What follows belongs to an exercise in optimizing a design on an open flow for small area; a production flow would make more cautious choices.
The RTL was checked by simulation tests, not by an equivalence proof against the original design.
Power is estimated from default activity; no workload was simulated.

File: flow/run.sh
#!/bin/bash
# synth_recipe.tcl (not shown) runs the flow's synth.tcl, then flattens the netlist and writes it again
# the make line also repeats each setting of config.mk as NAME=value (left out here)
make -C /OpenROAD-flow-scripts/flow DESIGN_CONFIG=/design/flow/config.mk WORK_HOME=/design/flow/orfs CLKGATE_MAP_FILE= SYNTH_SCRIPT=/design/flow/synth_recipe.tcl finish
File: flow/config.mk
export PLATFORM = sky130hd
export DESIGN_NAME = rv32i_core
export DESIGN_NICKNAME = rv32i_core
export VERILOG_FILES = /design/flow/design.v
export SDC_FILE = /design/flow/constraint.sdc
export NUM_CORES = 4
export LEC_CHECK = 0
export CAP_MARGIN = 20
export CORE_MARGIN = 2
export CORE_UTILIZATION = 40
export PLACE_DENSITY = 0.6
export SLEW_MARGIN = 20
File: flow/constraint.sdc
create_clock -name core_clock -period 11.0 [get_ports {clk}]
set_input_delay 2.2000 -clock core_clock [delete_from_list [all_inputs] [get_ports {clk}]]
set_output_delay 2.2000 -clock core_clock [all_outputs]
set_load 0.01 [all_outputs]
File: flow/design.v
module rv32i_core(
        input clk,                       
        input reset,                     
        output [31:02] i_addr,           
        input  [31:00] i_rdata,          
        output [31:02] d_addr,           
        output d_we,                     
        output io_we,                    
        output [03:00] d_be,             
        output [31:00] d_wdata,          
        input  [31:00] d_rdata,          
        input  [31:00] io_rdata          
    );
    reg  [31:0] pc;                      
    reg  [31:0] pcd;                     
    reg         flag;                    
    reg  [31:0] a_e, b_e;
    reg  [2:0]  fn_e;
    reg         alt_e, sub_e, st_e, ld_e, wben_e;
    reg  [4:0]  rd_e;
    reg  [2:0]  f3_e;
    reg  [31:0] alu3, wdata3;
    reg         st3, ld3, wben3;
    reg  [4:0]  rd3;
    reg  [2:0]  f3_3;
    reg  [31:0] alu4;
    reg         wben4, ldm4, ldio4;
    reg  [4:0]  rd4;
    reg  [2:0]  f3_4;
    reg  [31:0] rf [1:31];
    wire [31:0] iw = i_rdata;
    wire [6:0]  op = iw[6:0];
    wire [2:0]  f3 = iw[14:12];
    wire [4:0]  rs1 = iw[19:15];
    wire [4:0]  rs2 = iw[24:20];
    wire [4:0]  rd  = iw[11:7];
    wire is_op    = (op == 7'b0110011);
    wire is_opi   = (op == 7'b0010011);
    wire is_ld    = (op == 7'b0000011);
    wire is_st    = (op == 7'b0100011);
    wire is_br    = (op == 7'b1100011);
    wire is_jal   = (op == 7'b1101111);
    wire is_jalr  = (op == 7'b1100111);
    wire is_lui   = (op == 7'b0110111);
    wire is_auipc = (op == 7'b0010111);
    wire f7_zero = (iw[31:25] == 7'b0000000);
    wire f7_alt  = (iw[31:25] == 7'b0100000);
    wire f7_ok   = f7_zero | f7_alt;
    reg  [31:0] r1, r2;
    integer i;
    always @(*) begin
        r1 = 32'd0;
        r2 = 32'd0;
        for (i = 1; i < 32; i = i + 1) begin
            r1 = r1 | ({32{rs1 == i[4:0]}} & rf[i]);
            r2 = r2 | ({32{rs2 == i[4:0]}} & rf[i]);
        end
    end
    wire [31:0] alu_e;
    wire fw1e = wben_e & (rs1 == rd_e);
    wire fw2e = wben_e & (rs2 == rd_e);
    wire fw14 = wben4 & (rs1 == rd4);
    wire fw24 = wben4 & (rs2 == rd4);
    wire [31:0] v1 = fw1e ? alu_e : fw14 ? alu4 : r1;
    wire [31:0] v2 = fw2e ? alu_e : fw24 ? alu4 : r2;
    wire [31:0] imm_i = {{20{iw[31]}}, iw[31:20]};
    wire [31:0] imm_s = {{20{iw[31]}}, iw[31:25], iw[11:7]};
    wire [31:0] imm_b = {{19{iw[31]}}, iw[31], iw[7], iw[30:25], iw[11:8], 1'b0};
    wire [31:0] imm_j = {{11{iw[31]}}, iw[31], iw[19:12], iw[20], iw[30:21], 1'b0};
    wire [31:0] imm_u = {iw[31:12], 12'b0};
    wire        base_rs = is_jalr | is_st;
    wire [31:0] d_imm = is_jalr ? imm_i : is_st ? imm_s : is_jal ? imm_j : imm_b;
    wire [31:0] tgt = (base_rs ? v1 : pcd) + d_imm;
    wire eq  = (v1 == v2);
    wire lt  = ($signed(v1) < $signed(v2));
    wire ltu = (v1 < v2);
    reg  br_take;
    always @(*) begin
        case (f3)
            3'b000:  br_take = eq;
            3'b001:  br_take = ~eq;
            3'b100:  br_take = lt;
            3'b101:  br_take = ~lt;
            3'b110:  br_take = ltu;
            3'b111:  br_take = ~ltu;
            default: br_take = 1'b0;
        endcase
    end
    wire jump = ~flag & (is_jal | is_jalr | (is_br & br_take));
    wire ld_ok  = (f3 != 3'b011) & (f3 != 3'b110) & (f3 != 3'b111);
    wire st_ok  = (f3[2] == 1'b0) & (f3[1:0] != 2'b11);
    wire sh_bad = (f3 == 3'b101) & ~(is_op ? f7_ok : (iw[31:25] == 7'b0000000) | (iw[31:25] == 7'b0100000));
    wire alu_op = (is_op | is_opi) & ~sh_bad;
    wire r_pass = is_op & (f3 == 3'b000) & ~f7_ok;       
    wire selA_v1 = alu_op | (is_ld & ld_ok);
    wire selA_pc = is_auipc | is_jal | is_jalr;
    wire selA_tg = is_st & st_ok;
    wire [31:0] a_d = selA_v1 ? v1 : selA_pc ? pcd : selA_tg ? tgt : 32'd0;
    wire selB_v2 = (is_op & alu_op & ~r_pass) | is_st;
    wire selB_i  = (is_opi & alu_op) | (is_ld & ld_ok);
    wire selB_u  = is_lui | is_auipc;
    wire selB_4  = is_jal | is_jalr;
    wire [31:0] b_d = selB_v2 ? v2 : selB_i ? imm_i : selB_u ? imm_u : selB_4 ? 32'd4 : 32'd0;
    wire [2:0] fn_d  = alu_op ? f3 : 3'b000;
    wire alt_d = alu_op & (is_op ? f7_alt & ((f3 == 3'b000) | (f3 == 3'b101))
                                 : (f3 == 3'b101) & iw[30]);
    wire sub_d = alu_op & ((f3 == 3'b010) | (f3 == 3'b011) | (is_op & (f3 == 3'b000) & f7_alt));
    wire writes = is_op | is_opi | is_ld | is_lui | is_auipc | is_jal | is_jalr;
    always @(posedge clk) begin
        if (reset) begin
            pc   <= 32'd0;
            flag <= 1'b0;
        end else begin
            pc   <= jump ? tgt : pc + 32'd4;
            flag <= jump;
        end
        pcd <= pc;
        wben_e <= ~reset & ~flag & writes & (rd != 5'd0);
        st_e   <= ~reset & ~flag & is_st;
        ld_e   <= is_ld;
        rd_e   <= rd;
        f3_e   <= f3;
        a_e    <= a_d;
        b_e    <= b_d;
        fn_e   <= fn_d;
        alt_e  <= alt_d;
        sub_e  <= sub_d;
    end
    assign i_addr = pc[31:2];
    wire [31:0] bx  = b_e ^ {32{sub_e}};
    wire [32:0] sum = {1'b0, a_e} + {1'b0, bx} + {32'd0, sub_e};
    wire slt  = (a_e[31] ^ b_e[31]) ? a_e[31] : sum[31];
    wire sltu = ~sum[32];
    function automatic [31:0] rev(input [31:0] x);
        integer k;
        for (k = 0; k < 32; k = k + 1) rev[k] = x[31 - k];
    endfunction
    wire        left = (fn_e == 3'b001);
    wire [31:0] sa   = left ? rev(a_e) : a_e;
    wire        fill = alt_e & a_e[31] & ~left;
    wire [31:0] sr   = $signed({fill, sa}) >>> b_e[4:0];
    wire [31:0] sh   = left ? rev(sr) : sr;
    reg [31:0] res;
    always @(*) begin
        case (fn_e)
            3'b000: res = sum[31:0];
            3'b001: res = sh;
            3'b010: res = {31'd0, slt};
            3'b011: res = {31'd0, sltu};
            3'b100: res = a_e ^ b_e;
            3'b101: res = sh;
            3'b110: res = a_e | b_e;
            3'b111: res = a_e & b_e;
        endcase
    end
    assign alu_e = st_e ? a_e : res;
    always @(posedge clk) begin
        alu3   <= alu_e;
        wdata3 <= b_e << {a_e[1:0], 3'b000};
        st3    <= st_e;
        ld3    <= ld_e;
        wben3  <= wben_e;
        rd3    <= rd_e;
        f3_3   <= f3_e;
    end
    assign d_addr  = alu3[31:2];
    assign d_we    = st3 & ~alu3[31];
    assign io_we   = st3 & alu3[31];
    assign d_wdata = wdata3;
    reg [3:0] be;
    always @(*) begin
        case (f3_3[1:0])
            2'b00:   be = 4'b0001 << alu3[1:0];
            2'b01:   be = (alu3[1:0] == 2'b11) ? 4'b0000 : (4'b0011 << alu3[1:0]);
            default: be = 4'b1111;
        endcase
    end
    assign d_be = be;
    always @(posedge clk) begin
        alu4  <= alu3;
        wben4 <= wben3;
        rd4   <= rd3;
        ldm4  <= ld3 & ~alu3[31];
        ldio4 <= ld3 & alu3[31];
        f3_4  <= f3_3;
    end
    wire [31:0] ldsh = d_rdata >> {alu4[1:0], 3'b000};
    reg  [31:0] ldv;
    always @(*) begin
        case (f3_4)
            3'b000:  ldv = {{24{ldsh[7]}}, ldsh[7:0]};
            3'b001:  ldv = {{16{ldsh[15]}}, ldsh[15:0]};
            3'b100:  ldv = {24'd0, ldsh[7:0]};
            3'b101:  ldv = {16'd0, ldsh[15:0]};
            default: ldv = ldsh;
        endcase
    end
    wire [31:0] wb_data = ldm4 ? ldv : ldio4 ? io_rdata : alu4;
    wire [31:0] wd = wb_data & {32{~reset}};
    integer j;
    always @(posedge clk) begin
        for (j = 1; j < 32; j = j + 1)
            if (reset | (wben4 & (rd4 == j[4:0]))) rf[j] <= wd;
    end
endmodule
==> flow_metrics.env <==
export IMPL_rsz0062_at_grt="false"
export IMPL_setup_viol=0
export IMPL_seq_area_frac_synth=0.5543
export IMPL_fin_crit_ps=9062
export IMPL_arrival_ps=9730
export IMPL_p_sw_frac=0.2717
export IMPL_grt_overflow_total=0
export IMPL_htree_num_levels=4
export IMPL_r2r_start="fn_e[0]$_SDFF_PN0_"
export IMPL_finalWirelength_mm=356.3
export IMPL_grt_use_met2=0.5998
export IMPL_ioPinCount=196
export IMPL_cts_buffers=139
export IMPL_yosys_warnings=2
export IMPL_power_share_combinational=0.100
export IMPL_worst_setup_path_type="in -> reg"
export IMPL_grt_busiest_layer="met2"
export IMPL_cts_root_buf="clkbuf_16"
export IMPL_fmax_ghz=0.1103
export IMPL_leakage_uw=0.02734
export IMPL_cp_num_buf_inv=3
export IMPL_dp_cells=7639
export IMPL_via_per_inst=7.399
export IMPL_port_buffers=195
export IMPL_grt_pass1_vias=54119
export IMPL_maxSlewViolCount=0
export IMPL_insertion_delay_ps=810
export IMPL_intPower_uw=8382
export IMPL_crit_family="simple AND/OR/NAND/NOR gates"
export IMPL_hold_path_end="rd4[0]$_DFF_P_"
export IMPL_hold_class="reg -> reg"
export IMPL_syn_nets=5822
export IMPL_max_stage_delay_ps=900
export IMPL_hold_buffers=0
export IMPL_wl_per_cell_um=45.02
export IMPL_peakVddDrop_uv=150.3
export IMPL_path_clk_slew_ps=60
export IMPL_cap_violations=0
export IMPL_crit_required_ps=11670
export IMPL_pwr_share_seq=0.481
export IMPL_r2r_end="pc[1]$_SDFFE_PP0P_"
export IMPL_synth_seq_cells=1255
export IMPL_tritoncts="built"
export IMPL_antenna_found_initial=32
export IMPL_syn_instance_count=5558
export IMPL_synth_edff_count=992
export IMPL_start_util=0.4039
export IMPL_hold_violations=0
export IMPL_core_area_um2=156600
export IMPL_die_h_um=401.6
export IMPL_use_met3=0.1729
export IMPL_power_density_nw_per_um2=156.0
export IMPL_cts_sinks=1255
export IMPL_slew_headroom=0.1337
export IMPL_hold_start="rd3[0]$_DFF_P_"
export IMPL_final_antenna_net_count=0
export IMPL_drt_pass1_iter_count=14
export IMPL_ff2ff_path_depth=22
export IMPL_ys_async_sr_fraction=0
export IMPL_use_met1=0.5356
export IMPL_status="timing/DRC/antenna clean"
export IMPL_layout_cells_non_filler=7915
export IMPL_critical_path_startpoint_type="primary input"
export IMPL_ff2ff_setup_slack_ps=2860
export IMPL_cts_resized=0
export IMPL_area_growth_pct=16.64
export IMPL_worstPathCellList="clkdlybuf4s50_1 > or3b_2 > nor2_4 > buf_4 > a22oi_1 > nand2_1 > nor4_1 > and3_1 > a31oi_1 > a21oi_1 > ha_1 > a21oi_1 > o22ai_1 > nor3b_1 > a221oi_1 > a221o_1 > nor4_1 > a311oi_1 > or2_2 > buf_12 > mux2i_1 > nor2_1"
export IMPL_p_switching_uw=3128
export IMPL_synth_distinct_cells=99
export IMPL_clock_skew_ps=39.95
export IMPL_dieWidth_um=401.6
export IMPL_rows=145
export IMPL_min_path_cells=0
export IMPL_routed_via_count=58567
export IMPL_period_share=0.8239
export IMPL_crit_path_max_fanout=41
export IMPL_synth_top_flop_cell="edfxtp_1"
export IMPL_drtIter0Drc=13240
export IMPL_endpoint_kind="flop"
export IMPL_cts_setup_buffers=0
export IMPL_dieArea_um2=161300
export IMPL_setup_tns_ps=0
export IMPL_cts_buffer_depth=3
export IMPL_fin_nets=5990
export IMPL_grt_usage=0.4278
export IMPL_critPathSlowestCell="clkdlybuf4s50_1"
export IMPL_synthesis_area_um2=63240
export IMPL_grt_max_degree=51
export IMPL_grt_pass1_wl_mm=473.0
export IMPL_layout_drive_gt1_share=0.1308
export IMPL_place_congestion=1.036
export IMPL_synth_area_per_cell_um2=11.38
export IMPL_clkPwrFrac=0.418
export IMPL_drc_errors=0
export IMPL_dp_hpwl_mm=233.3
export IMPL_worst_slew_pin_slew_ps=1296
## cells in the final DEF, fill, tap and decap left out, types with 14 or more instances in the layout
cell type        synthesis  routed
a211oi_1                70      68
a21o_1                  52      49
a21oi_1                194     194
a221o_1                 21      21
a221oi_1                37      36
a222oi_1                70      70
a22o_1                  24      24
a22oi_1                874     874
a31o_2                  14      14
a31oi_1                 49      47
and3_1                  30      30
buf_12                   1      25
buf_4                   61     250
clkbuf_1               324      25
clkbuf_16                0     146
clkdlybuf4s50_1          0     194
clkinv_1                 3      22
clkinv_2                 0      16
dfxtp_1                263     254
diode_2                  0      22
edfxtp_1               992     992
ha_1                   164     164
inv_1                  116     116
mux2_2                  49      49
mux2i_1                110     110
mux4_2                  38      38
nand2_1                489     480
nand3_1                131     127
nand4_1                 91      91
nor2_1                 368     299
nor2_4                   0      68
nor2b_1                 31      31
nor3_1                 124     115
nor4_1                  38      38
o211ai_1                50      50
o21a_1                  25      25
o21ai_0                203     192
or3_1                   15      15
xnor2_1                 46      46
xor2_1                  82      82
## cells by family (layout without fill, tap and decap cells)
family | count (synthesis) | count (layout) | synth area share
compound gates | 1841 | 1841 | 0.2103
simple gates | 1395 | 1395 | 0.1003
flops | 1255 | 1255 | 0.5543
buf+inv | 567 | 844 | 0.04088
mux | 206 | 206 | 0.04341
fa+ha+maj | 166 | 166 | 0.03308
xor+xnor | 128 | 128 | 0.01773
other cells | 0 | 22 | 0
## worst register-to-register path: cells and delay by family, from the launching register on
| family | cells | cell delay (ps) |
|---|---|---|
| adders and majority gates | 1 | 260 |
| and+or+nand+nor | 7 | 2020 |
| DFF | 1 | 780 |
| AOI/OAI and AO/OA | 8 | 3030 |
| buffers and inverters | 2 | 790 |
| muxes | 4 | 1150 |
## sequential cells by signal, indices dropped and copies added (netlist names), 3 cells and up
| signal | count |
|---|---|
| a_e | 32 |
| alu3 | 32 |
| alu4 | 32 |
| b_e | 32 |
| f3_3 | 3 |
| f3_4 | 3 |
| f3_e | 3 |
| fn_e | 3 |
| pc | 32 |
| pcd | 32 |
| rd3 | 5 |
| rd4 | 5 |
| rd_e | 5 |
| rf | 992 |
| wdata3 | 32 |
## layer usage
layer,routed length (µm),vias up,share of wire
met4,32190,26,0.090
met3,55240,1716,0.16
met1,125400,28464,0.35
met5,216,-,0.00061
li1,-,22223,-
met2,143300,6138,0.40
## cells in the mapped netlist (50+ instances only)
| cell | instances | share of area |
|---|---|---|
| dfxtp_1 | 263 | 0.083 |
| a21o_1 | 52 | 0.0062 |
| nand3_1 | 131 | 0.010 |
| o211ai_1 | 50 | 0.0059 |
| mux2i_1 | 110 | 0.017 |
| xor2_1 | 82 | 0.011 |
| clkbuf_1 | 324 | 0.019 |
| inv_1 | 116 | 0.0069 |
| ha_1 | 164 | 0.032 |
| edfxtp_1 | 992 | 0.47 |
| o21ai_0 | 203 | 0.016 |
| nand4_1 | 91 | 0.0090 |
| nor2_1 | 368 | 0.022 |
| nand2_1 | 489 | 0.029 |
| a21oi_1 | 194 | 0.015 |
| nor3_1 | 124 | 0.0098 |
| a222oi_1 | 70 | 0.011 |
| a211oi_1 | 70 | 0.0083 |
| buf_4 | 61 | 0.0072 |
| a22oi_1 | 874 | 0.10 |
## cell type report
type	instances	area, µm²
multi-input cells	3736	26520
well taps	2058	2575
clock buffers	175	3802
flip-flops and latches	1255	35060
fillers	14158	82810
diodes	22	55.05
clock inverters	75	812.0
inverters	119	446.7
repair buffers	475	4484
## through the flow
stage | setup WS (ps) | cell area, µm² | hold slack (ps) | utilization | power, µW
2_1_floorplan | 3963 | 63240 | 309.6 | - | 6022
3_5_place_dp | 1560 | 68980 | 313.5 | 0.4406 | 6698
6_report | 1938 | 73760 | 326.9 | 0.4711 | 11510
3_3_place_gp | 1412 | 68850 | 312.5 | 0.4397 | 6707
5_1_grt | 2037 | 73710 | 332.2 | 0.4708 | 11690
4_1_cts | 2415 | 73600 | 327.3 | 0.4701 | 11410
## how the worst max path moves through the flow
stage / start / to / slack [ps] / cells after the start
after global routing: i_rdata[20] / pc[10]$_SDFF_PP0_ / 2040 / 21
after detailed placement: i_rdata[23] / pc[1]$_SDFFE_PP0P_ / 1560 / 21
after floorplan: i_rdata[15] / pc[29]$_SDFF_PP0_ / 3960 / 25
after global placement: i_rdata[23] / pc[3]$_SDFF_PP0_ / 1410 / 21
after CTS: i_rdata[23] / pc[13]$_SDFF_PP0_ / 2410 / 20
final: i_rdata[23] / pc[1]$_SDFFE_PP0P_ / 1940 / 22
## power groups by stage
stage | registers (µW) | logic [µW] | clock network [µW]
after floorplan | 5520 | 498 | 0
after global placement | 5620 | 1080 | 0
after detailed placement | 5610 | 1080 | 0
after CTS | 5520 | 1090 | 4810
after global routing | 5540 | 1160 | 5000
final | 5540 | 1160 | 4810

re-timing with driven ports:
How much do the figures lean on ideal ports? The routed layout below was timed once more, with nothing changed but the port constraints.
Step 1: set_driving_cell puts a clkbuf_16 on clk and a buf_2 on each other input, an assumption about the parent block.
Step 2 adds t to the input delays and takes it off the output delays; t is the mean of the earliest and latest rising clock arrival at the registers after step 1. Input paths then give back, and output paths get back, about the clock's delay inside the block.
Slacks: ideal ports / drivers / drivers and shift; pairs: ideal ports / drivers.
t (ns): 0.869
slack for setup (ns): 1.938 / 1.912 / 1.043
slew at the worst register clock pin (ns): 0.09 / 0.09
After both steps setup and hold are still met in this run. The setup slack of this run moves by -0.026 ns with the drivers and by -0.895 ns with both steps.
